From an optimization exercise on the open Yosys and OpenROAD flow, aimed at small area, a short achievable clock period and few clock cycles; shortcuts taken in it are not production practice.
Where RTL was checked, it was by simulation tests only, not by an equivalence proof against the original.
Function not checked in run 1: the RTL went through the layout flow alone.
Power figures rest on the tool's default switching activity, not on a simulated workload.

===== flow/constraint.sdc =====
create_clock -name core_clock -period 16.5 [get_ports {clk}]
set_input_delay 3.3000 -clock core_clock [delete_from_list [all_inputs] [get_ports {clk}]]
set_output_delay 3.3000 -clock core_clock [all_outputs]
set_load 0.01 [all_outputs]

===== flow/run.sh =====
#!/bin/bash
# synth_recipe.tcl (not shown) runs the flow's synth.tcl, then flattens the netlist and writes it again
# the make line also repeats each setting of config.mk as NAME=value (left out here)
make -C /OpenROAD-flow-scripts/flow DESIGN_CONFIG=/design/flow/config.mk WORK_HOME=/design/flow/orfs CLKGATE_MAP_FILE= SYNTH_SCRIPT=/design/flow/synth_recipe.tcl finish

===== flow/design.v =====
module MUX2_1( out, in1, in0, sel ) ;
output	out;
input	in1, in0, sel;
wire	out;
assign	out = sel ? in1 : in0;
endmodule
module fulladder( sum, cout, a, b, cin ) ;
output sum, cout ;
input a, b, cin ;
wire e1, e2, e3 ;
xor( e1, a, b ) ;
and( e2, a, b ) ;
xor( sum, e1, cin ) ;
and( e3, e1, cin ) ;
xor( cout, e2, e3 ) ;
endmodule
module alu1( a, b, cin, cout, sum, Signal ) ;
output cout, sum ;
input a, b, cin ;
input [2:0] Signal ;
wire binvert ;
wire btemp ;
wire s0, s1, s2 ;  
wire ct ;
and( s0, a, b ) ;
or( s1, a, b ) ;
assign binvert = Signal[2] ;
xor( btemp, binvert, b ) ;
fulladder addsub( .sum(s2), .cout(cout), .a(a), .b(btemp), .cin(cin) ) ;
assign sum = ( Signal == 3'b000 ) ? s0 : ( Signal == 3'b001 ) ? s1 : s2 ;  
endmodule
module ALU32( a, b, Signal, result, zero ) ;
input [31:0] a, b ;
input [2:0] Signal ; 
output zero;
output [31:0] result;
wire less ;
wire [31:0] c, sum, set ;
assign set = 32'b0 ;
	alu1 a0( .a(a[0]), .b(b[0]), .cin(Signal[2]), .cout(c[0]), .sum(sum[0]), .Signal(Signal) ) ;
	alu1 a1( .a(a[1]), .b(b[1]), .cin(c[0]), .cout(c[1]), .sum(sum[1]), .Signal(Signal) ) ;
	alu1 a2( .a(a[2]), .b(b[2]), .cin(c[1]), .cout(c[2]), .sum(sum[2]), .Signal(Signal) ) ;
	alu1 a3( .a(a[3]), .b(b[3]), .cin(c[2]), .cout(c[3]), .sum(sum[3]), .Signal(Signal) ) ;
	alu1 a4( .a(a[4]), .b(b[4]), .cin(c[3]), .cout(c[4]), .sum(sum[4]), .Signal(Signal) ) ;
	alu1 a5( .a(a[5]), .b(b[5]), .cin(c[4]), .cout(c[5]), .sum(sum[5]), .Signal(Signal) ) ;
	alu1 a6( .a(a[6]), .b(b[6]), .cin(c[5]), .cout(c[6]), .sum(sum[6]), .Signal(Signal) ) ;
	alu1 a7( .a(a[7]), .b(b[7]), .cin(c[6]), .cout(c[7]), .sum(sum[7]), .Signal(Signal) ) ;
	alu1 a8( .a(a[8]), .b(b[8]), .cin(c[7]), .cout(c[8]), .sum(sum[8]), .Signal(Signal) ) ;
	alu1 a9( .a(a[9]), .b(b[9]), .cin(c[8]), .cout(c[9]), .sum(sum[9]), .Signal(Signal) ) ;
	alu1 a10( .a(a[10]), .b(b[10]), .cin(c[9]), .cout(c[10]), .sum(sum[10]), .Signal(Signal) ) ;
	alu1 a11( .a(a[11]), .b(b[11]), .cin(c[10]), .cout(c[11]), .sum(sum[11]), .Signal(Signal) ) ;
	alu1 a12( .a(a[12]), .b(b[12]), .cin(c[11]), .cout(c[12]), .sum(sum[12]), .Signal(Signal) ) ;
	alu1 a13( .a(a[13]), .b(b[13]), .cin(c[12]), .cout(c[13]), .sum(sum[13]), .Signal(Signal) ) ;
	alu1 a14( .a(a[14]), .b(b[14]), .cin(c[13]), .cout(c[14]), .sum(sum[14]), .Signal(Signal) ) ;
	alu1 a15( .a(a[15]), .b(b[15]), .cin(c[14]), .cout(c[15]), .sum(sum[15]), .Signal(Signal) ) ;
	alu1 a16( .a(a[16]), .b(b[16]), .cin(c[15]), .cout(c[16]), .sum(sum[16]), .Signal(Signal) ) ;
	alu1 a17( .a(a[17]), .b(b[17]), .cin(c[16]), .cout(c[17]), .sum(sum[17]), .Signal(Signal) ) ;
	alu1 a18( .a(a[18]), .b(b[18]), .cin(c[17]), .cout(c[18]), .sum(sum[18]), .Signal(Signal) ) ;
	alu1 a19( .a(a[19]), .b(b[19]), .cin(c[18]), .cout(c[19]), .sum(sum[19]), .Signal(Signal) ) ;
	alu1 a20( .a(a[20]), .b(b[20]), .cin(c[19]), .cout(c[20]), .sum(sum[20]), .Signal(Signal) ) ;
	alu1 a21( .a(a[21]), .b(b[21]), .cin(c[20]), .cout(c[21]), .sum(sum[21]), .Signal(Signal) ) ;
	alu1 a22( .a(a[22]), .b(b[22]), .cin(c[21]), .cout(c[22]), .sum(sum[22]), .Signal(Signal) ) ;
	alu1 a23( .a(a[23]), .b(b[23]), .cin(c[22]), .cout(c[23]), .sum(sum[23]), .Signal(Signal) ) ;
	alu1 a24( .a(a[24]), .b(b[24]), .cin(c[23]), .cout(c[24]), .sum(sum[24]), .Signal(Signal) ) ;
	alu1 a25( .a(a[25]), .b(b[25]), .cin(c[24]), .cout(c[25]), .sum(sum[25]), .Signal(Signal) ) ;
	alu1 a26( .a(a[26]), .b(b[26]), .cin(c[25]), .cout(c[26]), .sum(sum[26]), .Signal(Signal) ) ;
	alu1 a27( .a(a[27]), .b(b[27]), .cin(c[26]), .cout(c[27]), .sum(sum[27]), .Signal(Signal) ) ;
	alu1 a28( .a(a[28]), .b(b[28]), .cin(c[27]), .cout(c[28]), .sum(sum[28]), .Signal(Signal) ) ;
	alu1 a29( .a(a[29]), .b(b[29]), .cin(c[28]), .cout(c[29]), .sum(sum[29]), .Signal(Signal) ) ;
	alu1 a30( .a(a[30]), .b(b[30]), .cin(c[29]), .cout(c[30]), .sum(sum[30]), .Signal(Signal) ) ;
	alu1 a31( .a(a[31]), .b(b[31]), .cin(c[30]), .cout(c[31]), .sum(sum[31]), .Signal(Signal) ) ;
	assign less = ( sum[31] == 1'b1 ) ? 1 : 0 ;  
	assign result = ( Signal == 3'b111 ) ? less : sum[31:0] ; 
	assign zero = ( result == 32'b0 ) ? 1'b1 : 1'b0 ; 
endmodule
module Shifter( dataA, dataB, dataOut );
input [31:0] dataA ;
input [4:0] dataB ;  
output [31:0] dataOut ;
wire [31:0] 	ST1, ST2, ST3, ST4;  
wire [31:0]     set, temp;
MUX2_1 m0( ST1[0], 1'b0, dataA[0], dataB[0] );
MUX2_1 m1( ST1[1], dataA[0], dataA[1], dataB[0] );
MUX2_1 m2( ST1[2], dataA[1], dataA[2], dataB[0] );
MUX2_1 m3( ST1[3], dataA[2], dataA[3], dataB[0] );
MUX2_1 m4( ST1[4], dataA[3], dataA[4], dataB[0] );
MUX2_1 m5( ST1[5], dataA[4], dataA[5], dataB[0] );
MUX2_1 m6( ST1[6], dataA[5], dataA[6], dataB[0] );
MUX2_1 m7( ST1[7], dataA[6], dataA[7], dataB[0] );
MUX2_1 m8( ST1[8], dataA[7], dataA[8], dataB[0] );
MUX2_1 m9( ST1[9], dataA[8], dataA[9], dataB[0] );
MUX2_1 m10( ST1[10], dataA[9], dataA[10], dataB[0] );
MUX2_1 m11( ST1[11], dataA[10], dataA[11], dataB[0] );
MUX2_1 m12( ST1[12], dataA[11], dataA[12], dataB[0] );
MUX2_1 m13( ST1[13], dataA[12], dataA[13], dataB[0] );
MUX2_1 m14( ST1[14], dataA[13], dataA[14], dataB[0] );
MUX2_1 m15( ST1[15], dataA[14], dataA[15], dataB[0] );
MUX2_1 m16( ST1[16], dataA[15], dataA[16], dataB[0] );
MUX2_1 m17( ST1[17], dataA[16], dataA[17], dataB[0] );
MUX2_1 m18( ST1[18], dataA[17], dataA[18], dataB[0] );
MUX2_1 m19( ST1[19], dataA[18], dataA[19], dataB[0] );
MUX2_1 m20( ST1[20], dataA[19], dataA[20], dataB[0] );
MUX2_1 m21( ST1[21], dataA[20], dataA[21], dataB[0] );
MUX2_1 m22( ST1[22], dataA[21], dataA[22], dataB[0] );
MUX2_1 m23( ST1[23], dataA[22], dataA[23], dataB[0] );
MUX2_1 m24( ST1[24], dataA[23], dataA[24], dataB[0] );
MUX2_1 m25( ST1[25], dataA[24], dataA[25], dataB[0] );
MUX2_1 m26( ST1[26], dataA[25], dataA[26], dataB[0] );
MUX2_1 m27( ST1[27], dataA[26], dataA[27], dataB[0] );
MUX2_1 m28( ST1[28], dataA[27], dataA[28], dataB[0] );
MUX2_1 m29( ST1[29], dataA[28], dataA[29], dataB[0] );
MUX2_1 m30( ST1[30], dataA[29], dataA[30], dataB[0] );
MUX2_1 m31( ST1[31], dataA[30], dataA[31], dataB[0] );
MUX2_1 ms0( ST2[0], 1'b0, ST1[0], dataB[1] );
MUX2_1 ms1( ST2[1], 1'b0, ST1[1], dataB[1] );
MUX2_1 ms2( ST2[2], ST1[0], ST1[2], dataB[1] );
MUX2_1 ms3( ST2[3], ST1[1], ST1[3], dataB[1] );
MUX2_1 ms4( ST2[4], ST1[2], ST1[4], dataB[1] );
MUX2_1 ms5( ST2[5], ST1[3], ST1[5], dataB[1] );
MUX2_1 ms6( ST2[6], ST1[4], ST1[6], dataB[1] );
MUX2_1 ms7( ST2[7], ST1[5], ST1[7], dataB[1] );
MUX2_1 ms8( ST2[8], ST1[6], ST1[8], dataB[1] );
MUX2_1 ms9( ST2[9], ST1[7], ST1[9], dataB[1] );
MUX2_1 ms10( ST2[10], ST1[8], ST1[10], dataB[1] );
MUX2_1 ms11( ST2[11], ST1[9], ST1[11], dataB[1] );
MUX2_1 ms12( ST2[12], ST1[10], ST1[12], dataB[1] );
MUX2_1 ms13( ST2[13], ST1[11], ST1[13], dataB[1] );
MUX2_1 ms14( ST2[14], ST1[12], ST1[14], dataB[1] );
MUX2_1 ms15( ST2[15], ST1[13], ST1[15], dataB[1] );
MUX2_1 ms16( ST2[16], ST1[14], ST1[16], dataB[1] );
MUX2_1 ms17( ST2[17], ST1[15], ST1[17], dataB[1] );
MUX2_1 ms18( ST2[18], ST1[16], ST1[18], dataB[1] );
MUX2_1 ms19( ST2[19], ST1[17], ST1[19], dataB[1] );
MUX2_1 ms20( ST2[20], ST1[18], ST1[20], dataB[1] );
MUX2_1 ms21( ST2[21], ST1[19], ST1[21], dataB[1] );
MUX2_1 ms22( ST2[22], ST1[20], ST1[22], dataB[1] );
MUX2_1 ms23( ST2[23], ST1[21], ST1[23], dataB[1] );
MUX2_1 ms24( ST2[24], ST1[22], ST1[24], dataB[1] );
MUX2_1 ms25( ST2[25], ST1[23], ST1[25], dataB[1] );
MUX2_1 ms26( ST2[26], ST1[24], ST1[26], dataB[1] );
MUX2_1 ms27( ST2[27], ST1[25], ST1[27], dataB[1] );
MUX2_1 ms28( ST2[28], ST1[26], ST1[28], dataB[1] );
MUX2_1 ms29( ST2[29], ST1[27], ST1[29], dataB[1] );
MUX2_1 ms30( ST2[30], ST1[28], ST1[30], dataB[1] );
MUX2_1 ms31( ST2[31], ST1[29], ST1[31], dataB[1] );
MUX2_1 mt0( ST3[0], 1'b0, ST2[0], dataB[2] );
MUX2_1 mt1( ST3[1], 1'b0, ST2[1], dataB[2] );
MUX2_1 mt2( ST3[2], 1'b0, ST2[2], dataB[2] );
MUX2_1 mt3( ST3[3], 1'b0, ST2[3], dataB[2] );
MUX2_1 mt4( ST3[4], ST2[0], ST2[4], dataB[2] );
MUX2_1 mt5( ST3[5], ST2[1], ST2[5], dataB[2] );
MUX2_1 mt6( ST3[6], ST2[2], ST2[6], dataB[2] );
MUX2_1 mt7( ST3[7], ST2[3], ST2[7], dataB[2] );
MUX2_1 mt8( ST3[8], ST2[4], ST2[8], dataB[2] );
MUX2_1 mt9( ST3[9], ST2[5], ST2[9], dataB[2] );
MUX2_1 mt10( ST3[10], ST2[6], ST2[10], dataB[2] );
MUX2_1 mt11( ST3[11], ST2[7], ST2[11], dataB[2] );
MUX2_1 mt12( ST3[12], ST2[8], ST2[12], dataB[2] );
MUX2_1 mt13( ST3[13], ST2[9], ST2[13], dataB[2] );
MUX2_1 mt14( ST3[14], ST2[10], ST2[14], dataB[2] );
MUX2_1 mt15( ST3[15], ST2[11], ST2[15], dataB[2] );
MUX2_1 mt16( ST3[16], ST2[12], ST2[16], dataB[2] );
MUX2_1 mt17( ST3[17], ST2[13], ST2[17], dataB[2] );
MUX2_1 mt18( ST3[18], ST2[14], ST2[18], dataB[2] );
MUX2_1 mt19( ST3[19], ST2[15], ST2[19], dataB[2] );
MUX2_1 mt20( ST3[20], ST2[16], ST2[20], dataB[2] );
MUX2_1 mt21( ST3[21], ST2[17], ST2[21], dataB[2] );
MUX2_1 mt22( ST3[22], ST2[18], ST2[22], dataB[2] );
MUX2_1 mt23( ST3[23], ST2[19], ST2[23], dataB[2] );
MUX2_1 mt24( ST3[24], ST2[20], ST2[24], dataB[2] );
MUX2_1 mt25( ST3[25], ST2[21], ST2[25], dataB[2] );
MUX2_1 mt26( ST3[26], ST2[22], ST2[26], dataB[2] );
MUX2_1 mt27( ST3[27], ST2[23], ST2[27], dataB[2] );
MUX2_1 mt28( ST3[28], ST2[24], ST2[28], dataB[2] );
MUX2_1 mt29( ST3[29], ST2[25], ST2[29], dataB[2] );
MUX2_1 mt30( ST3[30], ST2[26], ST2[30], dataB[2] );
MUX2_1 mt31( ST3[31], ST2[27], ST2[31], dataB[2] );
MUX2_1 mf0( ST4[0], 1'b0, ST3[0], dataB[3] );
MUX2_1 mf1( ST4[1], 1'b0, ST3[1], dataB[3] );
MUX2_1 mf2( ST4[2], 1'b0, ST3[2], dataB[3] );
MUX2_1 mf3( ST4[3], 1'b0, ST3[3], dataB[3] );
MUX2_1 mf4( ST4[4], 1'b0, ST3[4], dataB[3] );
MUX2_1 mf5( ST4[5], 1'b0, ST3[5], dataB[3] );
MUX2_1 mf6( ST4[6], 1'b0, ST3[6], dataB[3] );
MUX2_1 mf7( ST4[7], 1'b0, ST3[7], dataB[3] );
MUX2_1 mf8( ST4[8], ST3[0], ST3[8], dataB[3] );
MUX2_1 mf9( ST4[9], ST3[1], ST3[9], dataB[3] );
MUX2_1 mf10( ST4[10], ST3[2], ST3[10], dataB[3] );
MUX2_1 mf11( ST4[11], ST3[3], ST3[11], dataB[3] );
MUX2_1 mf12( ST4[12], ST3[4], ST3[12], dataB[3] );
MUX2_1 mf13( ST4[13], ST3[5], ST3[13], dataB[3] );
MUX2_1 mf14( ST4[14], ST3[6], ST3[14], dataB[3] );
MUX2_1 mf15( ST4[15], ST3[7], ST3[15], dataB[3] );
MUX2_1 mf16( ST4[16], ST3[8], ST3[16], dataB[3] );
MUX2_1 mf17( ST4[17], ST3[9], ST3[17], dataB[3] );
MUX2_1 mf18( ST4[18], ST3[10], ST3[18], dataB[3] );
MUX2_1 mf19( ST4[19], ST3[11], ST3[19], dataB[3] );
MUX2_1 mf20( ST4[20], ST3[12], ST3[20], dataB[3] );
MUX2_1 mf21( ST4[21], ST3[13], ST3[21], dataB[3] );
MUX2_1 mf22( ST4[22], ST3[14], ST3[22], dataB[3] );
MUX2_1 mf23( ST4[23], ST3[15], ST3[23], dataB[3] );
MUX2_1 mf24( ST4[24], ST3[16], ST3[24], dataB[3] );
MUX2_1 mf25( ST4[25], ST3[17], ST3[25], dataB[3] );
MUX2_1 mf26( ST4[26], ST3[18], ST3[26], dataB[3] );
MUX2_1 mf27( ST4[27], ST3[19], ST3[27], dataB[3] );
MUX2_1 mf28( ST4[28], ST3[20], ST3[28], dataB[3] );
MUX2_1 mf29( ST4[29], ST3[21], ST3[29], dataB[3] );
MUX2_1 mf30( ST4[30], ST3[22], ST3[30], dataB[3] );
MUX2_1 mf31( ST4[31], ST3[23], ST3[31], dataB[3] );
MUX2_1 mff0( temp[0], 1'b0, ST4[0], dataB[4] );
MUX2_1 mff1( temp[1], 1'b0, ST4[1], dataB[4] );
MUX2_1 mff2( temp[2], 1'b0, ST4[2], dataB[4] );
MUX2_1 mff3( temp[3], 1'b0, ST4[3], dataB[4] );
MUX2_1 mff4( temp[4], 1'b0, ST4[4], dataB[4] );
MUX2_1 mff5( temp[5], 1'b0, ST4[5], dataB[4] );
MUX2_1 mff6( temp[6], 1'b0, ST4[6], dataB[4] );
MUX2_1 mff7( temp[7], 1'b0, ST4[7], dataB[4] );
MUX2_1 mff8( temp[8], 1'b0, ST4[8], dataB[4] );
MUX2_1 mff9( temp[9], 1'b0, ST4[9], dataB[4] );
MUX2_1 mff10( temp[10], 1'b0, ST4[10], dataB[4] );
MUX2_1 mff11( temp[11], 1'b0, ST4[11], dataB[4] );
MUX2_1 mff12( temp[12], 1'b0, ST4[12], dataB[4] );
MUX2_1 mff13( temp[13], 1'b0, ST4[13], dataB[4] );
MUX2_1 mff14( temp[14], 1'b0, ST4[14], dataB[4] );
MUX2_1 mff15( temp[15], 1'b0, ST4[15], dataB[4] );
MUX2_1 mff16( temp[16], ST4[0], ST4[16], dataB[4] );
MUX2_1 mff17( temp[17], ST4[1], ST4[17], dataB[4] );
MUX2_1 mff18( temp[18], ST4[2], ST4[18], dataB[4] );
MUX2_1 mff19( temp[19], ST4[3], ST4[19], dataB[4] );
MUX2_1 mff20( temp[20], ST4[4], ST4[20], dataB[4] );
MUX2_1 mff21( temp[21], ST4[5], ST4[21], dataB[4] );
MUX2_1 mff22( temp[22], ST4[6], ST4[22], dataB[4] );
MUX2_1 mff23( temp[23], ST4[7], ST4[23], dataB[4] );
MUX2_1 mff24( temp[24], ST4[8], ST4[24], dataB[4] );
MUX2_1 mff25( temp[25], ST4[9], ST4[25], dataB[4] );
MUX2_1 mff26( temp[26], ST4[10], ST4[26], dataB[4] );
MUX2_1 mff27( temp[27], ST4[11], ST4[27], dataB[4] );
MUX2_1 mff28( temp[28], ST4[12], ST4[28], dataB[4] );
MUX2_1 mff29( temp[29], ST4[13], ST4[29], dataB[4] );
MUX2_1 mff30( temp[30], ST4[14], ST4[30], dataB[4] );
MUX2_1 mff31( temp[31], ST4[15], ST4[31], dataB[4] );
assign dataOut = temp ; 
endmodule
module TotalALU( Operation, opcode, immed, a, b, result, zero, clk );
input clk;
input [2:0] Operation;
input [5:0] opcode ;
input [15:0] immed ;
input [31:0] a, b ;
output zero ;
output [31:0] result ;
parameter AND = 6'b100100;
parameter OR  = 6'b100101;
parameter ADD = 6'b100000;
parameter SUB = 6'b100010;
parameter SLT = 6'b101010;
parameter SLL = 6'b000000;
parameter MULTU=6'b011001;
parameter MFHI= 6'b010000;
parameter MFLO= 6'b010010;
wire [5:0] get_immed ;
wire [31:0] ALUOut, ShifterOut ;
	assign get_immed = immed[5:0];
ALU32 ALU( .a(a), .b(b), .Signal(Operation), .result(ALUOut), .zero(zero) );
Shifter Shifter( .dataA(b), .dataB(immed[10:6]), .dataOut(ShifterOut) );
	assign result = ( Operation == 3'b100 ) ? ShifterOut : ALUOut;
endmodule
module mux2( sel, a, b, y );
    parameter bitwidth=32;
    input sel;
    input  [bitwidth-1:0] a, b;
    output [bitwidth-1:0] y;
    assign y = sel ? b : a;
endmodule
module mux3( sel, a, b, c, y );
    parameter bitwidth=32;
    input [1:0] sel;
    input  [bitwidth-1:0] a, b, c;
    output [bitwidth-1:0] y;
    assign y = (sel == 2'b01) ? b : (sel == 2'b10) ? c : a;
endmodule
module add32(a, b, result);
  input [31:0] a, b;
  output [31:0] result;
  assign result = a + b;
endmodule
module sign_extend( immed_in, ext_immed_out );
	input[15:0] immed_in;
	output[31:0] ext_immed_out;
	assign ext_immed_out = { {16{immed_in[15]}}, immed_in };
endmodule
module alu_ctl(ALUOp, Funct, ALUOperation);
    input [1:0] ALUOp;
    input [5:0] Funct;
    output [2:0] ALUOperation;
    reg    [2:0] ALUOperation;
    parameter F_add = 6'd32;
    parameter F_sub = 6'd34;
    parameter F_and = 6'd36;
    parameter F_or  = 6'd37;
    parameter F_slt = 6'd42;
    parameter F_sll = 6'd00;
    parameter ALU_add = 3'b010;
    parameter ALU_sub = 3'b110;
    parameter ALU_and = 3'b000;
    parameter ALU_or  = 3'b001;
    parameter ALU_slt = 3'b111;
    parameter ALU_sll = 3'b100;
    always @(*) begin
        case (ALUOp)
            2'b00 : ALUOperation = ALU_add;
            2'b01 : ALUOperation = ALU_sub;
            default : case (Funct)
                        F_sub : ALUOperation = ALU_sub;
                        F_and : ALUOperation = ALU_and;
                        F_or  : ALUOperation = ALU_or;
                        F_slt : ALUOperation = ALU_slt;
                        F_sll : ALUOperation = ALU_sll;
                        default : ALUOperation = ALU_add;
                      endcase
        endcase
    end
endmodule
module control_unit( opcode, funct, RegDst, ALUSrc, MemtoReg, RegWrite, MemRead, MemWrite,
                     Branch, Jump, Link, ALUOp, Mult, MfHi, MfLo, UseRs, UseRt );
    input  [5:0] opcode, funct;
    output RegDst, ALUSrc, MemtoReg, RegWrite, MemRead, MemWrite, Branch, Jump, Link;
    output Mult, MfHi, MfLo, UseRs, UseRt;
    output [1:0] ALUOp;
    reg RegDst, ALUSrc, MemtoReg, RegWrite, MemRead, MemWrite, Branch, Jump, Link;
    reg Mult, MfHi, MfLo, UseRs, UseRt;
    reg [1:0] ALUOp;
    parameter R_FORMAT = 6'd0;
    parameter ADDIU = 6'd9;
    parameter LW = 6'd35;
    parameter SW = 6'd43;
    parameter BEQ = 6'd4;
    parameter J = 6'd2;
    parameter JAL = 6'd3;
    parameter F_mul  = 6'd25;
    parameter F_sll  = 6'd0;
    parameter F_mfhi = 6'b010000;
    parameter F_mflo = 6'b010010;
    always @(*) begin
        RegDst = 1'b0; ALUSrc = 1'b0; MemtoReg = 1'b0; RegWrite = 1'b0; MemRead = 1'b0;
        MemWrite = 1'b0; Branch = 1'b0; Jump = 1'b0; Link = 1'b0; ALUOp = 2'b00;
        Mult = 1'b0; MfHi = 1'b0; MfLo = 1'b0; UseRs = 1'b0; UseRt = 1'b0;
        case ( opcode )
          R_FORMAT : begin
                RegDst = 1'b1; ALUOp = 2'b10;
                case ( funct )
                  F_mul  : begin Mult = 1'b1; UseRs = 1'b1; UseRt = 1'b1; end
                  F_mfhi : begin MfHi = 1'b1; RegWrite = 1'b1; end
                  F_mflo : begin MfLo = 1'b1; RegWrite = 1'b1; end
                  F_sll  : begin UseRt = 1'b1; RegWrite = 1'b1; end
                  default: begin UseRs = 1'b1; UseRt = 1'b1; RegWrite = 1'b1; end
                endcase
            end
          ADDIU : begin ALUSrc = 1'b1; RegWrite = 1'b1; UseRs = 1'b1; end
          LW    : begin ALUSrc = 1'b1; MemtoReg = 1'b1; RegWrite = 1'b1; MemRead = 1'b1; UseRs = 1'b1; end
          SW    : begin ALUSrc = 1'b1; MemWrite = 1'b1; UseRs = 1'b1; UseRt = 1'b1; end
          BEQ   : begin Branch = 1'b1; ALUOp = 2'b01; UseRs = 1'b1; UseRt = 1'b1; end
          J     : begin Jump = 1'b1; end
          JAL   : begin Jump = 1'b1; Link = 1'b1; RegWrite = 1'b1; end
          default : ;
        endcase
    end
endmodule
module reg_file( clk, RegWrite, RN1, RN2, WN, WD, RD1, RD2 );
	input clk;
	input RegWrite;
	input [4:0] RN1, RN2, WN;
	input [31:0] WD;
	output [31:0] RD1, RD2;
	reg [31:0] file_array [31:1];
	assign RD1 = ( RN1 == 5'd0 ) ? 32'd0 :
	             ( RegWrite && ( WN == RN1 ) ) ? WD : file_array[RN1];
	assign RD2 = ( RN2 == 5'd0 ) ? 32'd0 :
	             ( RegWrite && ( WN == RN2 ) ) ? WD : file_array[RN2];
	always @( posedge clk ) begin
		if ( RegWrite && ( WN != 5'd0 ) )
			file_array[WN] <= WD;
	end
endmodule
module ForwardingUnit( MEM_wr, MEM_rd, WB_wr, WB_rd, EX_rs, EX_rt, ForwardA, ForwardB );
input MEM_wr, WB_wr;
input [4:0] MEM_rd, WB_rd, EX_rs, EX_rt;
output [1:0] ForwardA, ForwardB;
assign ForwardA = ( MEM_wr && MEM_rd != 5'd0 && MEM_rd == EX_rs ) ? 2'b10 :
                  ( WB_wr  && WB_rd  != 5'd0 && WB_rd  == EX_rs ) ? 2'b01 : 2'b00;
assign ForwardB = ( MEM_wr && MEM_rd != 5'd0 && MEM_rd == EX_rt ) ? 2'b10 :
                  ( WB_wr  && WB_rd  != 5'd0 && WB_rd  == EX_rt ) ? 2'b01 : 2'b00;
endmodule
module Multiplier( clk, reset, start, dataA, dataB, busy, HiOut, LoOut );
input clk, reset, start;
input [31:0] dataA, dataB;
output busy;
output [31:0] HiOut, LoOut;
reg busy;
reg [4:0] counter;
reg [31:0] mcand;
reg [63:0] prod;
reg [63:0] HiLo;
wire [32:0] sum;
assign sum = prod[0] ? ( {1'b0, prod[63:32]} + {1'b0, mcand} ) : {1'b0, prod[63:32]};
always @( posedge clk ) begin
  if ( reset ) begin
    busy <= 1'b0;
    counter <= 5'd0;
    HiLo <= 64'd0;
  end
  else if ( start ) begin
    busy <= 1'b1;
    counter <= 5'd0;
    mcand <= dataA;
    prod <= {32'd0, dataB};
  end
  else if ( busy ) begin
    prod <= {sum, prod[31:1]};
    counter <= counter + 5'd1;
    if ( counter == 5'd31 ) begin
      busy <= 1'b0;
      HiLo <= {sum, prod[31:1]};
    end
  end
end
assign HiOut = HiLo[63:32];
assign LoOut = HiLo[31:0];
endmodule
module pipeline_cpu( clk, rst,
                     imem_addr, imem_rdata,
                     dmem_addr, dmem_wdata, dmem_we, dmem_re, dmem_rdata,
                     wb_we, wb_addr, wb_data );
	input clk, rst;
	output [31:0] imem_addr;
	input  [31:0] imem_rdata;
	output [31:0] dmem_addr, dmem_wdata;
	output dmem_we, dmem_re;
	input  [31:0] dmem_rdata;
	output wb_we;
	output [4:0] wb_addr;
	output [31:0] wb_data;
	localparam MK = 8;
	localparam MN = 32 / MK;
	reg  [31:2] pc;
	reg         ifid_valid;
	reg  [31:0] ifid_ir;	 
	reg         idex_valid, idex_we, idex_memrd, idex_memwr, idex_beq, idex_mult, idex_sub;
	reg         idex_s_add, idex_s_and, idex_s_or, idex_s_slt, idex_s_sll, idex_s_hi, idex_s_lo;
	reg         idex_fa_mem, idex_fa_wb, idex_fa_reg;
	reg         idex_fb_mem, idex_fb_wb, idex_fb_reg;
	reg         idex_bi, idex_bm, idex_bw, idex_br;
	reg  [4:0]  idex_wn;
	reg  [29:0] idex_imm;	 
	reg  [31:0] idex_a, idex_b;
	reg         exmem_we, exmem_memrd, exmem_memwr;
	reg  [4:0]  exmem_wn;
	reg  [31:0] exmem_result, exmem_sd;
	reg         memwb_we;
	reg  [4:0]  memwb_wn;
	reg  [31:0] memwb_wd;
	reg  [31:0] rf [31:1];
	reg         mul_busy;
	reg  [4:0]  mul_cnt;
	reg  [31:0] mcand;
	reg  [63:0] hilo;
	wire [31:2] pc4 = pc + 30'd1;
	assign imem_addr = { pc, 2'b00 };
	wire if_jump = ~imem_rdata[31] & imem_rdata[27];
	wire [5:0]  opcode = ifid_ir[31:26];
	wire [4:0]  rs     = ifid_ir[25:21];
	wire [4:0]  rt     = ifid_ir[20:16];
	wire [4:0]  rd     = ifid_ir[15:11];
	wire [5:0]  funct  = ifid_ir[5:0];
	wire op_r     = ( opcode == 6'd0 );
	wire op_addiu = ( opcode == 6'd9 );
	wire op_lw    = ( opcode == 6'd35 );
	wire op_sw    = ( opcode == 6'd43 );
	wire op_beq   = ( opcode == 6'd4 );
	wire op_jal   = ( opcode == 6'd3 );
	wire f_mult   = op_r & ( funct == 6'd25 );
	wire f_mfhi   = op_r & ( funct == 6'd16 );
	wire f_mflo   = op_r & ( funct == 6'd18 );
	wire f_sll    = op_r & ( funct == 6'd0 );
	wire f_alu    = op_r & funct[5];
	wire f_sub    = f_alu & ( funct[3:0] == 4'd2 );
	wire f_and    = f_alu & ( funct[3:0] == 4'd4 );
	wire f_or     = f_alu & ( funct[3:0] == 4'd5 );
	wire f_slt    = f_alu & ( funct[3:0] == 4'd10 );
	wire f_add    = f_alu & ( funct[3:0] == 4'd0 );
	wire beq_same = op_beq & ( rs == rt );
	wire [31:0] link = { pc[31:28], ifid_ir[25:0], 2'b00 };
	wire beq_cond = op_beq & ~beq_same;
	wire use_rs   = f_alu | f_mult | op_addiu | op_lw | op_sw | beq_cond;
	wire use_rt   = f_alu | f_sll | f_mult | op_sw | beq_cond;
	wire [4:0] wn = op_jal ? 5'd31 : op_r ? rd : rt;
	wire wr       = ( f_alu | f_sll | f_mfhi | f_mflo | op_addiu | op_lw | op_jal ) & ( wn != 5'd0 );
	wire alusrc   = op_addiu | op_lw | op_sw;
	reg  [31:0] rf_ra, rf_rb;
	integer ri;
	always @(*) begin
		rf_ra = 32'd0;
		rf_rb = 32'd0;
		for ( ri = 1; ri < 32; ri = ri + 1 ) begin
			rf_ra = rf_ra | ( {32{rs == ri}} & rf[ri] );
			rf_rb = rf_rb | ( {32{rt == ri}} & rf[ri] );
		end
	end
	wire byp_a = memwb_we & ( memwb_wn == rs );
	wire byp_b = memwb_we & ( memwb_wn == rt );
	wire [31:0] rf_a = byp_a ? memwb_wd : op_jal ? 32'd0 : rf_ra;
	wire [31:0] rf_b = byp_b ? memwb_wd : op_jal ? link  : rf_rb;
	wire fa_mem = ~op_jal & idex_valid & idex_we & ( idex_wn == rs );
	wire fa_wb  = ~op_jal & ~fa_mem & exmem_we & ( exmem_wn == rs );
	wire fb_mem = ~op_jal & idex_valid & idex_we & ( idex_wn == rt );
	wire fb_wb  = ~op_jal & ~fb_mem & exmem_we & ( exmem_wn == rt );
	wire [31:2] id_target = pc + { {14{ifid_ir[15]}}, ifid_ir[15:0] };
	wire mul_last = mul_busy & ( mul_cnt == MN - 1 );
	wire load_use = idex_valid & idex_memrd & idex_we &
	                ( ( use_rs & ( rs == idex_wn ) ) | ( use_rt & ( rt == idex_wn ) ) );
	wire mul_haz  = ( f_mult | f_mfhi | f_mflo ) & ( ( idex_valid & idex_mult ) | ( mul_busy & ~mul_last ) );
	wire id_stall = ifid_valid & ( load_use | mul_haz );
	wire id_go    = ifid_valid & ~id_stall;
	wire [31:0] ex_a  = ( {32{idex_fa_mem}} & exmem_result ) | ( {32{idex_fa_wb}} & memwb_wd ) | ( {32{idex_fa_reg}} & idex_a );
	wire [31:0] ex_b  = ( {32{idex_fb_mem}} & exmem_result ) | ( {32{idex_fb_wb}} & memwb_wd ) | ( {32{idex_fb_reg}} & idex_b );
	wire [31:0] ex_imm = { {16{idex_imm[15]}}, idex_imm[15:0] };
	wire [31:0] alu_b = ( {32{idex_bm}} & exmem_result ) | ( {32{idex_bw}} & memwb_wd ) | ( {32{idex_br}} & idex_b ) |
	                    ( {32{idex_bi}} & ex_imm );
	wire [31:0] sum   = ex_a + ( alu_b ^ {32{idex_sub}} ) + { 31'd0, idex_sub };
	wire [31:0] shl   = alu_b << idex_imm[10:6];
	wire [31:0] ex_result = ( {32{idex_s_add}}  & sum ) |
	                        ( {32{idex_s_and}}  & ( ex_a & alu_b ) ) |
	                        ( {32{idex_s_or}}   & ( ex_a | alu_b ) ) |
	                        ( {32{idex_s_slt}}  & { 31'd0, sum[31] } ) |
	                        ( {32{idex_s_sll}}  & shl ) |
	                        ( {32{idex_s_hi}}   & hilo[63:32] ) |
	                        ( {32{idex_s_lo}}   & hilo[31:0] );
	wire mispredict = idex_valid & idex_beq & ( ex_a == ex_b );
	wire mul_start  = idex_valid & idex_mult;
	assign dmem_addr  = exmem_result;
	assign dmem_wdata = exmem_sd;
	assign dmem_we    = exmem_memwr;
	assign dmem_re    = exmem_memrd;
	assign wb_we   = memwb_we;
	assign wb_addr = memwb_wn;
	assign wb_data = memwb_wd;
	always @( posedge clk ) begin
		if ( memwb_we )
			rf[memwb_wn] <= memwb_wd;
	end
	wire [31+MK:0] macc = { {MK{1'b0}}, hilo[63:32] } + mcand * hilo[MK-1:0];
	always @( posedge clk ) begin
		if ( rst ) begin
			mul_busy <= 1'b0;
			mul_cnt  <= 5'd0;
			hilo     <= 64'd0;
		end
		else if ( mul_start ) begin
			mul_busy <= 1'b1;
			mul_cnt  <= 5'd0;
			mcand    <= ex_a;
			hilo     <= { 32'd0, ex_b };
		end
		else if ( mul_busy ) begin
			hilo    <= { macc, hilo[31:MK] };
			mul_cnt <= mul_cnt + 5'd1;
			if ( mul_last )
				mul_busy <= 1'b0;
		end
	end
	always @( posedge clk ) begin
		if ( rst ) begin
			pc          <= 30'd0;
			ifid_valid  <= 1'b0;
			idex_valid  <= 1'b0;
			exmem_we    <= 1'b0;
			exmem_memrd <= 1'b0;
			exmem_memwr <= 1'b0;
			memwb_we    <= 1'b0;
		end
		else begin
			if ( mispredict )                pc <= idex_imm;
			else if ( id_stall )             pc <= pc;
			else if ( id_go & beq_same )     pc <= id_target;
			else if ( if_jump )              pc <= { pc4[31:28], imem_rdata[25:0] };
			else                             pc <= pc4;
			if ( mispredict || ( id_go && beq_same ) )
				ifid_valid <= 1'b0;
			else if ( !id_stall ) begin
				ifid_valid <= 1'b1;
				ifid_ir    <= if_jump ? { imem_rdata[31:26], pc4[27:2] } : imem_rdata;
			end
			idex_valid <= id_go & ~mispredict;
			exmem_we    <= idex_valid & idex_we;
			exmem_memrd <= idex_valid & idex_memrd;
			exmem_memwr <= idex_valid & idex_memwr;
			memwb_we    <= exmem_we;
		end
		idex_we   <= wr;
		idex_memrd <= op_lw;
		idex_memwr <= op_sw;
		idex_beq  <= beq_cond;
		idex_mult <= f_mult;
		idex_sub  <= f_sub | f_slt;
		idex_s_add <= f_add | f_sub | op_addiu | op_lw | op_sw | op_jal;
		idex_s_and <= f_and;
		idex_s_or  <= f_or;
		idex_s_slt <= f_slt;
		idex_s_sll <= f_sll;
		idex_s_hi  <= f_mfhi;
		idex_s_lo  <= f_mflo;
		idex_fa_mem <= fa_mem;
		idex_fa_wb  <= fa_wb;
		idex_fa_reg <= ~fa_mem & ~fa_wb;
		idex_fb_mem <= fb_mem;
		idex_fb_wb  <= fb_wb;
		idex_fb_reg <= ~fb_mem & ~fb_wb;
		idex_bi <= alusrc;
		idex_bm <= ~alusrc & fb_mem;
		idex_bw <= ~alusrc & fb_wb;
		idex_br <= ~alusrc & ~fb_mem & ~fb_wb;
		idex_wn  <= wn;
		idex_imm <= op_beq ? id_target : { 14'd0, ifid_ir[15:0] };
		idex_a   <= rf_a;
		idex_b   <= rf_b;
		exmem_wn     <= idex_wn;
		exmem_result <= ex_result;
		exmem_sd     <= ex_b;
		memwb_wn <= exmem_wn;
		memwb_wd <= exmem_memrd ? dmem_rdata : exmem_result;
	end
endmodule

===== flow/config.mk =====
export PLATFORM = sky130hd
export DESIGN_NAME = pipeline_cpu
export DESIGN_NICKNAME = pipeline_cpu
export VERILOG_FILES = /design/flow/design.v
export SDC_FILE = /design/flow/constraint.sdc
export NUM_CORES = 4
export LEC_CHECK = 0
export ABC_CLOCK_PERIOD_IN_PS = 4000
export CAP_MARGIN = 20
export CORE_MARGIN = 2
export CORE_UTILIZATION = 40
export SLEW_MARGIN = 20

==> run_summary.xml, run 1 <==
<?xml version="1.0" encoding="UTF-8"?>
<metrics>
  <group name="finish">
    <metric name="num-nets-final" unit="">6782</metric>
    <metric name="area.growth.synth_to_final" unit="%">15.2</metric>
    <metric name="final.fill_count" unit="">16173</metric>
    <metric name="max_reg_flops" unit="">992</metric>
    <metric name="seq_area" unit="µm²">38400</metric>
    <metric name="largest-register" unit="">rf</metric>
    <metric name="multiInputGateArea" unit="µm²">31200</metric>
    <metric name="final_cells" unit="">8876</metric>
    <metric name="largestRegisters" unit="">rf: 992 flops, hilo: 64 flops</metric>
    <metric name="layout-drive-gt1-share" unit="%">10.3</metric>
  </group>
  <group name="yosys">
    <metric name="synth_seq_cells" unit="">1390</metric>
    <metric name="sequential_to_total_area_share_from_yosys_stat" unit="%">53.6</metric>
    <metric name="synthDominantCellAreaShare" unit="%">44.2</metric>
    <metric name="postSynth.asyncResetShare" unit="%">0</metric>
    <metric name="yosys_warnings" unit="">1</metric>
    <metric name="netlist_area" unit="µm²">71700</metric>
    <metric name="synth.largest_area_cell" unit="">sky130_fd_sc_hd__edfxtp_1</metric>
    <metric name="synth_edf_count" unit="">1056</metric>
    <metric name="netlist-cell-type-count" unit="">83</metric>
    <metric name="netlist_top_cells_area" unit="">sky130_fd_sc_hd__edfxtp_1 44%, sky130_fd_sc_hd__dfxtp_1 9.3%, sky130_fd_sc_hd__fa_1 6.0%</metric>
    <metric name="synth_flop_cell" unit="">sky130_fd_sc_hd__edfxtp_1</metric>
    <metric name="syn_area_per_cell" unit="µm²">11.5</metric>
    <metric name="synth_cells" unit="">6225</metric>
  </group>
  <group name="clocking">
    <metric name="hold_buffers" unit="">0</metric>
    <metric name="cts_made_buffers" unit="">150</metric>
    <metric name="post-cts-setup-buffer-count" unit="">0</metric>
    <metric name="maximum_level_of_the_cts_h_tree" unit="">4</metric>
    <metric name="cts.root.buffer_cell" unit="">sky130_fd_sc_hd__clkbuf_16</metric>
    <metric name="number_of_clock_sinks_seen_by_cts" unit="">1390</metric>
    <metric name="worstSkewPairLatency" unit="ns">0.85</metric>
    <metric name="cts_buffer_depth" unit="">3</metric>
    <metric name="cts_tree" unit="">built</metric>
    <metric name="number_of_instances_resized_during_post_cts_repair" unit="">0</metric>
    <metric name="clk_transition_reported_paths" unit="ns">0.08</metric>
  </group>
  <group name="drt">
    <metric name="drtIter0Drc" unit="">13266</metric>
    <metric name="drt_drc_violations_left" unit="">0</metric>
    <metric name="wl_met3" unit="mm">51.6</metric>
    <metric name="topRoutingLayerUsed" unit="">met5</metric>
    <metric name="antenna_left" unit="">0</metric>
    <metric name="vias_per_cell" unit="">7.02</metric>
    <metric name="wl_met1" unit="mm">119</metric>
    <metric name="met2_length" unit="mm">146</metric>
    <metric name="dr.pass1.iters" unit="">10</metric>
    <metric name="wl" unit="mm">349</metric>
    <metric name="routedWlPerCell" unit="µm">39.3</metric>
    <metric name="count_of_vias_placed_by_the_detailed_router" unit="">62322</metric>
  </group>
  <group name="power">
    <metric name="clock_share_of_power" unit="%">40.2</metric>
    <metric name="seqPwrFrac" unit="%">45.2</metric>
    <metric name="internal_portion_of_total_power" unit="mW">6.24</metric>
    <metric name="netSwitchingPower" unit="mW">2.50</metric>
    <metric name="power_density" unit="nW/µm²">106</metric>
    <metric name="leakage" unit="nW">29.2</metric>
    <metric name="switching_share" unit="%">28.6</metric>
    <metric name="pwr-share-comb" unit="%">14.7</metric>
    <metric name="irDropWorstVdd" unit="V">0.000120</metric>
  </group>
  <group name="worst_setup_path">
    <metric name="cp_max_fo" unit="">34</metric>
    <metric name="crit_path_end_kind" unit="">flop</metric>
    <metric name="arrival" unit="ns">6.93</metric>
    <metric name="worstPathRequired" unit="ns">17.20</metric>
    <metric name="cp-start-kind" unit="">flop</metric>
    <metric name="critPathKind" unit="">flop to flop</metric>
  </group>
  <group name="placed_design">
    <metric name="gp_routability_congestion" unit="">0.995</metric>
    <metric name="dp.final_hpwl" unit="mm">213</metric>
    <metric name="io_buffer_count" unit="">199</metric>
    <metric name="numPlacedInstances" unit="">8581</metric>
  </group>
  <group name="sta">
    <metric name="clock.fmax" unit="MHz">161</metric>
    <metric name="worstMarginPinSlew" unit="ns">1.28</metric>
    <metric name="finClkSkew" unit="ns">0.0594</metric>
    <metric name="worst_slew_margin_rel" unit="%">13.5</metric>
    <metric name="finalHoldViolCount" unit="">0</metric>
    <metric name="finalWorstPathRequiredPeriod" unit="ns">6.23</metric>
    <metric name="rsz0062_at_grt" unit="">no</metric>
    <metric name="setup-violations-final" unit="">0</metric>
    <metric name="aggregate_negative_setup_slack" unit="ns">0</metric>
    <metric name="final.hold.worst_slack" unit="ns">0.384</metric>
    <metric name="fin_crit_sh" unit="%">37.8</metric>
    <metric name="final-max-slew-violation-count" unit="">0</metric>
  </group>
  <group name="global_route">
    <metric name="grt_max_degree" unit="">103</metric>
    <metric name="grt_antenna_before_repair" unit="">21</metric>
    <metric name="grt_pass1_vias" unit="">59013</metric>
    <metric name="gr-usage-all-layers" unit="%">37.3</metric>
    <metric name="grt.overflow.total" unit="">0</metric>
    <metric name="wire_length_of_the_first_global_routing_pass" unit="mm">473</metric>
  </group>
  <group name="floorplanning">
    <metric name="die_area" unit="µm²">183000</metric>
    <metric name="initial_cell_density_of_the_core" unit="%">40.2</metric>
    <metric name="pin_count" unit="">202</metric>
    <metric name="core_area" unit="µm²">178000</metric>
    <metric name="fp-row-count" unit="">155</metric>
    <metric name="chipHeight" unit="µm">427</metric>
    <metric name="dieWidth" unit="µm">427</metric>
  </group>
  <group name="run_status">
    <metric name="run_status" unit="">complete, no violations</metric>
  </group>
  <group name="min_path">
    <metric name="hp-class" unit="">flop to flop</metric>
  </group>
  <group name="job">
    <metric name="drv_cap" unit="">0</metric>
  </group>
</metrics>
-- layout by cell type, fill, tap and decap left out, types with 35 or more instances in the layout --
cell,count
sky130_fd_sc_hd__xnor2_1,96
sky130_fd_sc_hd__a222oi_1,71
sky130_fd_sc_hd__a22o_1,255
sky130_fd_sc_hd__a211oi_1,84
sky130_fd_sc_hd__nor2_1,189
sky130_fd_sc_hd__a21o_1,55
sky130_fd_sc_hd__o21ai_0,246
sky130_fd_sc_hd__xor2_1,97
sky130_fd_sc_hd__nor3_1,52
sky130_fd_sc_hd__a22oi_1,525
sky130_fd_sc_hd__ha_1,121
sky130_fd_sc_hd__nand3_1,166
sky130_fd_sc_hd__edfxtp_1,1056
sky130_fd_sc_hd__and2_1,115
sky130_fd_sc_hd__nor2b_1,36
sky130_fd_sc_hd__nor4_1,35
sky130_fd_sc_hd__nand4_1,173
sky130_fd_sc_hd__mux2_2,56
sky130_fd_sc_hd__mux2i_1,55
sky130_fd_sc_hd__buf_4,226
sky130_fd_sc_hd__clkbuf_16,153
sky130_fd_sc_hd__a221oi_1,264
sky130_fd_sc_hd__inv_1,310
sky130_fd_sc_hd__nor2_4,93
sky130_fd_sc_hd__nand2_1,526
sky130_fd_sc_hd__dfxtp_1,328
sky130_fd_sc_hd__clkdlybuf4s50_1,198
sky130_fd_sc_hd__fa_1,214
sky130_fd_sc_hd__a21oi_1,163
-- cell usage after synthesis (116+ instances only) --
cell,count
sky130_fd_sc_hd__edfxtp_1,1056
sky130_fd_sc_hd__nand2_1,526
sky130_fd_sc_hd__a22oi_1,525
sky130_fd_sc_hd__clkbuf_1,366
sky130_fd_sc_hd__dfxtp_1,334
sky130_fd_sc_hd__inv_1,310
sky130_fd_sc_hd__nor2_1,284
sky130_fd_sc_hd__a221oi_1,264
sky130_fd_sc_hd__a22o_1,255
sky130_fd_sc_hd__o21ai_0,247
sky130_fd_sc_hd__fa_1,214
sky130_fd_sc_hd__nand4_1,173
sky130_fd_sc_hd__nand3_1,167
sky130_fd_sc_hd__a21oi_1,163
sky130_fd_sc_hd__ha_1,121
sky130_fd_sc_hd__and2_1,116
-- routing by layer --
metal	global-route usage [%]	up-vias
li1	-	24439
met1	44.6	30260
met2	54.3	5846
met3	14.3	1745
met4	27.8	32
met5	0.0794	-
-- through the flow --
step	cell area, µm²	setup WS [ns]	utilization, %	total power, mW
finish	82600	10.27	46.4	8.75
global route	82600	9.86	46.3	8.92
CTS	82500	10.26	46.3	8.67
detailed placement	77500	10.29	43.5	5.23
global placement	77400	10.00	43.4	5.23
floorplan	71700	10.97	-	4.62
-- power groups by stage --
stage          clock network (mW)  logic, mW  registers, mW
2_1_floorplan                   0      0.615           4.00
3_3_place_gp                    0       1.21           4.02
3_5_place_dp                    0       1.21           4.02
4_1_cts                      3.51       1.22           3.94
5_1_grt                      3.65       1.32           3.95
6_report                     3.52       1.28           3.95
-- worst paths after layout --
| check | to | start | cells past startpoint | slack [ns] |
|---|---|---|---|---|
| worst min register to register | exmem_wn[4] | idex_wn[4] | 0 | 0.38 |
| worst min-delay path | exmem_wn[4] | idex_wn[4] | 0 | 0.38 |
| worst max register to register | hilo[62] | hilo[0] | 18 | 10.27 |
| worst max-delay path | hilo[62] | hilo[0] | 18 | 10.27 |
-- worst max-delay path, cell delays in order (launching register included) --
cell,delay (ns)
sky130_fd_sc_hd__dfxtp_1,0.30
sky130_fd_sc_hd__buf_4,0.38
sky130_fd_sc_hd__nand2_1,0.14
sky130_fd_sc_hd__fa_1,0.56
sky130_fd_sc_hd__fa_1,0.45
sky130_fd_sc_hd__fa_1,0.50
sky130_fd_sc_hd__fa_1,0.50
sky130_fd_sc_hd__inv_1,0.04
sky130_fd_sc_hd__ha_1,0.30
sky130_fd_sc_hd__o21ai_0,0.12
sky130_fd_sc_hd__o21bai_1,0.30
sky130_fd_sc_hd__o21ai_0,0.21
sky130_fd_sc_hd__a211oi_1,0.43
sky130_fd_sc_hd__o21bai_1,0.29
sky130_fd_sc_hd__o31ai_1,0.75
sky130_fd_sc_hd__a211oi_1,0.21
sky130_fd_sc_hd__o31a_1,0.34
sky130_fd_sc_hd__o21ai_0,0.16
sky130_fd_sc_hd__a21oi_1,0.08
-- layout make-up --
class,count,share of cell area (%)
Antenna cell,14,0.0424
Timing Repair Buffer,431,4.58
Clock inverter,93,1.21
Sequential cell,1390,46.5
Tap cell,2355,3.57
Clock buffer,185,4.89
Multi-Input combinational cell,4096,37.8
Inverter,312,1.42
-- logic make-up after synthesis --
family	count (synthesis)	share of synthesized area, %
adder cells (fa/ha/maj)	335	8.09
flip-flops	1390	53.6
multiplexers	114	1.74
other	1	0.00523
buffers and inverters	740	3.94
AO/OA/AOI/OAI	1897	19.8
AND/OR/NAND/NOR	1555	10.5
XOR/XNOR	193	2.36
==> run 2: changes to the inputs <==
--- a/flow/design.v
+++ b/flow/design.v
@@ -441,5 +441,5 @@
 	output [4:0] wb_addr;
 	output [31:0] wb_data;
-	localparam MK = 8;
+	localparam MK = 4;
 	localparam MN = 32 / MK;
 	reg  [31:2] pc;
==> flow/flow/run.sh (new file) <==
#!/bin/bash
# The standard layout (standard.sh) with two changes to how it is made:
#  - the resizer's setup repair aims for SETUP_SLACK_MARGIN ns of slack at the design's
#    clock period (the constraints themselves are unchanged);
#  - the port buffers that buffer_ports inserts are plain buffers (buf_2) instead of the
#    default delay cell; the resizer may resize them like any other cell.
# make's full output goes to flow_make.log in the work folder.
set -euo pipefail
bash standard.sh SETUP_SLACK_MARGIN=11.5 "BUFFER_PORTS_ARGS=-buffer_cell sky130_fd_sc_hd__buf_2" finish > flow_make.log 2>&1
==> flow/standard.sh (new file) <==
#!/bin/bash
# synth_recipe.tcl (not shown) runs the flow's synth.tcl, then flattens the netlist and writes it again
# the make line also repeats each setting of config.mk as NAME=value (left out here)
make -C /OpenROAD-flow-scripts/flow DESIGN_CONFIG=/design/flow/config.mk WORK_HOME=/design/flow/orfs CLKGATE_MAP_FILE= SYNTH_SCRIPT=/design/flow/synth_recipe.tcl "${@:-finish}"
--- a/flow/config.mk
+++ b/flow/config.mk
@@ -6,7 +6,10 @@
 export NUM_CORES = 4
 export LEC_CHECK = 0
-export ABC_CLOCK_PERIOD_IN_PS = 4000
 export CAP_MARGIN = 20
+export CELL_PAD_IN_SITES_DETAIL_PLACEMENT = 1
+export CELL_PAD_IN_SITES_GLOBAL_PLACEMENT = 1
 export CORE_MARGIN = 2
 export CORE_UTILIZATION = 40
+export CTS_CLUSTER_DIAMETER = 100
+export CTS_CLUSTER_SIZE = 20
 export SLEW_MARGIN = 20
removed: flow/run.sh
==> run 2 against run 1 <==
  * Die area shrank 5.9%
  * Clock skew increased by 0.024 ns
  * Sequential cell count unchanged
  * Synthesized cell count shrank 8.1%
  * Critical endpoint is now wb_data[30]
  * Largest cell class unchanged
==> run_summary.xml, run 2 <==
<?xml version="1.0" encoding="UTF-8"?>
<metrics>
  <group name="drt">
    <metric name="wl" unit="mm">352</metric>
    <metric name="dr.pass1.iters" unit="">9</metric>
    <metric name="antenna_left" unit="">0</metric>
    <metric name="drt_drc_violations_left" unit="">0</metric>
    <metric name="count_of_vias_placed_by_the_detailed_router" unit="">59092</metric>
    <metric name="routedWlPerCell" unit="µm">43.6</metric>
    <metric name="drtIter0Drc" unit="">11398</metric>
    <metric name="vias_per_cell" unit="">7.31</metric>
  </group>
  <group name="finish">
    <metric name="mostFrequentLayoutCells" unit="">1056 x sky130_fd_sc_hd__edfxtp_1, 475 x sky130_fd_sc_hd__a22oi_1, 465 x sky130_fd_sc_hd__nand2_1</metric>
    <metric name="area.growth.synth_to_final" unit="%">11.1</metric>
    <metric name="final_core_util" unit="%">44.8</metric>
    <metric name="mostFrequentLayoutCell" unit="">sky130_fd_sc_hd__edfxtp_1</metric>
    <metric name="post-route-cell-area" unit="µm²">74900</metric>
    <metric name="layout-drive-gt1-share" unit="%">12.7</metric>
    <metric name="final_cells" unit="">8084</metric>
    <metric name="largest-register" unit="">rf</metric>
    <metric name="largestRegisters" unit="">rf: 992 flops, hilo: 64 flops</metric>
    <metric name="max_reg_flops" unit="">992</metric>
    <metric name="num-nets-final" unit="">6096</metric>
    <metric name="final.fill_count" unit="">17555</metric>
  </group>
  <group name="sta">
    <metric name="clock.fmax" unit="MHz">200</metric>
    <metric name="worst_slew_margin_rel" unit="%">12.2</metric>
    <metric name="worstMarginPinSlew" unit="ns">1.32</metric>
    <metric name="final.hold.worst_slack" unit="ns">0.396</metric>
    <metric name="rsz0062_at_grt" unit="">yes</metric>
    <metric name="setup_ws" unit="ns">11.51</metric>
    <metric name="fin_crit_sh" unit="%">30.3</metric>
    <metric name="aggregate_negative_setup_slack" unit="ns">0</metric>
    <metric name="finalHoldViolCount" unit="">0</metric>
    <metric name="finalWorstPathRequiredPeriod" unit="ns">4.99</metric>
    <metric name="finClkSkew" unit="ns">0.0830</metric>
    <metric name="setup-violations-final" unit="">0</metric>
    <metric name="final-max-slew-violation-count" unit="">0</metric>
  </group>
  <group name="floorplanning">
    <metric name="fp-row-count" unit="">150</metric>
    <metric name="pin_count" unit="">202</metric>
    <metric name="core_area" unit="µm²">167000</metric>
    <metric name="chipHeight" unit="µm">414</metric>
    <metric name="die_area" unit="µm²">172000</metric>
    <metric name="dieWidth" unit="µm">414</metric>
    <metric name="initial_cell_density_of_the_core" unit="%">40.3</metric>
  </group>
  <group name="yosys">
    <metric name="yosys_warnings" unit="">1</metric>
    <metric name="netlist-cell-type-count" unit="">84</metric>
    <metric name="post-synth-top-count-cell" unit="">sky130_fd_sc_hd__edfxtp_1</metric>
    <metric name="synth_seq_cells" unit="">1390</metric>
    <metric name="synth.largest_area_cell" unit="">sky130_fd_sc_hd__edfxtp_1</metric>
    <metric name="synth.top_cells.by_count" unit="">1056 x sky130_fd_sc_hd__edfxtp_1, 475 x sky130_fd_sc_hd__a22oi_1, 465 x sky130_fd_sc_hd__nand2_1, 351 x sky130_fd_sc_hd__clkbuf_1, 334 x sky130_fd_sc_hd__dfxtp_1</metric>
    <metric name="syn_area_per_cell" unit="µm²">11.8</metric>
    <metric name="sequential_to_total_area_share_from_yosys_stat" unit="%">57.0</metric>
    <metric name="postSynth.asyncResetShare" unit="%">0</metric>
    <metric name="synthDominantCellAreaShare" unit="%">47.1</metric>
    <metric name="synth_cells" unit="">5720</metric>
    <metric name="netlist_top_cells_area" unit="">sky130_fd_sc_hd__edfxtp_1 47%, sky130_fd_sc_hd__dfxtp_1 9.9%, sky130_fd_sc_hd__a22oi_1 5.3%</metric>
    <metric name="synth_flop_cell" unit="">sky130_fd_sc_hd__edfxtp_1</metric>
    <metric name="synth_edf_count" unit="">1056</metric>
    <metric name="netlist_area" unit="µm²">67400</metric>
  </group>
  <group name="run_status">
    <metric name="run_status" unit="">complete, no violations</metric>
  </group>
  <group name="placed_design">
    <metric name="gp_routability_congestion" unit="">0.971</metric>
    <metric name="numPlacedInstances" unit="">7937</metric>
    <metric name="dp.final_hpwl" unit="mm">209</metric>
    <metric name="io_buffer_count" unit="">199</metric>
    <metric name="post_dp_cell_area" unit="µm²">72000</metric>
    <metric name="place_worst_setup_slack" unit="ns">11.00</metric>
  </group>
  <group name="power">
    <metric name="irDropWorstVdd" unit="V">0.0000866</metric>
    <metric name="leakage" unit="nW">26.7</metric>
    <metric name="power_density" unit="nW/µm²">100</metric>
    <metric name="totalPowerFinal" unit="mW">7.49</metric>
  </group>
  <group name="worst_setup_path">
    <metric name="crit_path_end_kind" unit="">primary output</metric>
    <metric name="reg2reg_slack" unit="ns">11.51</metric>
    <metric name="worst_setup_path_endpoint" unit="">wb_data[30]</metric>
    <metric name="critPathKind" unit="">flop to primary output</metric>
    <metric name="cp-startpoint" unit="">memwb_wd[30]</metric>
    <metric name="arrival" unit="ns">1.69</metric>
    <metric name="worstReg2RegStart" unit="">idex_fa_wb</metric>
    <metric name="rr_worst_depth" unit="">14</metric>
    <metric name="worstPathRequired" unit="ns">13.20</metric>
    <metric name="cp_max_fo" unit="">37</metric>
    <metric name="cp-start-kind" unit="">flop</metric>
    <metric name="worstReg2RegEnd" unit="">exmem_result[31]</metric>
  </group>
  <group name="clocking">
    <metric name="worstSkewPairLatency" unit="ns">0.81</metric>
    <metric name="clk_transition_reported_paths" unit="ns">0.08</metric>
    <metric name="number_of_clock_sinks_seen_by_cts" unit="">1390</metric>
    <metric name="cts_made_buffers" unit="">84</metric>
    <metric name="cts_tree" unit="">built</metric>
    <metric name="cts_buffer_depth" unit="">3</metric>
    <metric name="cts.root.buffer_cell" unit="">sky130_fd_sc_hd__clkbuf_16</metric>
    <metric name="maximum_level_of_the_cts_h_tree" unit="">3</metric>
  </group>
  <group name="global_route">
    <metric name="grt_pass1_vias" unit="">56408</metric>
    <metric name="gr-usage-all-layers" unit="%">39.6</metric>
    <metric name="grt_antenna_before_repair" unit="">22</metric>
    <metric name="grt_max_degree" unit="">103</metric>
    <metric name="wire_length_of_the_first_global_routing_pass" unit="mm">474</metric>
    <metric name="grt.overflow.total" unit="">0</metric>
  </group>
  <group name="min_path">
    <metric name="hp-class" unit="">flop to flop</metric>
    <metric name="hold_path_startpoint" unit="">idex_wn[4]</metric>
  </group>
  <group name="job">
    <metric name="drv_cap" unit="">0</metric>
  </group>
</metrics>
[run 2: changes by cell type in the layout (fill, tap and decap cells not counted), sizes merged, moves of 50 or more]
cell,before,now
fa,214,93
clkbuf,185,112
clkdlybuf4s50,198,0
and2,116,51
a22oi,525,475
nand2,526,465
buf,233,424
inv,318,149
[run 2: what timing repair did]
item                                    in CTS  in global routing
buffers inserted                             3                 10
pin swaps                                    0                  2
hold buffers                                 0                  0
endpoints found under the setup margin      48                 20
resized for setup                           40                 19
[run 2: where the power goes]
group | total [mW] | switching [mW] | internal [mW]
combinational | 1.24 | 0.848 | 0.388
sequential | 3.95 | 0.107 | 3.84
clock | 2.30 | 1.30 | 1.00
total | 7.49 | 2.26 | 5.23
[run 2: critical path, stage by stage, from the launching register on]
cell	delay, ns
sky130_fd_sc_hd__dfxtp_1	0.33
sky130_fd_sc_hd__buf_6	0.29
sky130_fd_sc_hd__buf_2	0.26
[run 2: layout make-up]
| class | count | area, µm² | area share, % |
|---|---|---|---|
| clock inverter | 19 | 334 | 0.446 |
| sequential | 1390 | 38400 | 51.3 |
| inverter | 146 | 548 | 0.732 |
| antenna | 8 | 20.0 | 0.0267 |
| timing repair buffer | 429 | 2890 | 3.86 |
| multi-input combinational | 3781 | 27700 | 37.0 |
| clock buffer | 107 | 2210 | 2.95 |
| tap | 2204 | 2760 | 3.68 |
[run 2: cell families (layout without fill, tap and decap cells)]
family	after synthesis	count (layout)	synth area share [%]
buffers and inverters	550	701	3.13
other	1	10	0.00556
DFF	1390	1390	57.0
AOI/OAI and AO/OA	1863	1863	20.6
muxes	120	120	1.91
and+or+nand+nor	1403	1403	10.1
xor gates and xnor gates	195	195	2.53
adders and majority gates	198	198	4.71
[run 2: worst min-delay path by stage]
stage,to,depth (start not counted)
2_1_floorplan,exmem_wn[2],0
3_3_place_gp,memwb_wn[0],0
3_5_place_dp,exmem_wn[4],0
4_1_cts,memwb_wn[3],0
5_1_grt,exmem_wn[4],0
6_report,exmem_wn[4],0
[run 2: layer usage]
metal	wire length [µm]	global-route usage, %	up-vias
met3	46700	11.7	1252
li1	-	-	22794
met2	146000	57.0	5020
met4	25300	23.3	16
met1	134000	52.8	30010
met5	144	0.417	-
Testbench counts of run 2, summed over its fixed seeds: cycles 13,324.

==> afterwards: timing with drivers on the ports <==
In the flow no input, the clock included, has a driving cell. The finished layouts below were timed again as built, in two steps.
Step 1, drivers: a clkbuf_16 drives clk and a buf_2 each remaining input, both assumed.
Step 2 adds t to the input delays and takes it off the output delays; t is the mean of the earliest and latest rising clock arrival at the registers after step 1. Input paths then give back, and output paths get back, about the clock's delay inside the block.
Slacks: ideal / step 1 / step 2; pairs: ideal / step 1.
run	t, ns	setup WS [ns]	worst setup path at the end	slew at the worst register clock pin (ns)
run 1	0.908	10.271 / 10.271 / 10.271	register to register	0.08 / 0.08
run 2	0.857	11.508 / 11.419 / 10.980	input to register	0.10 / 0.10
After both steps every run listed still meets setup and hold. The setup slack of run 2, which loses most, moves by -0.089 ns with the drivers and by -0.528 ns with both steps.
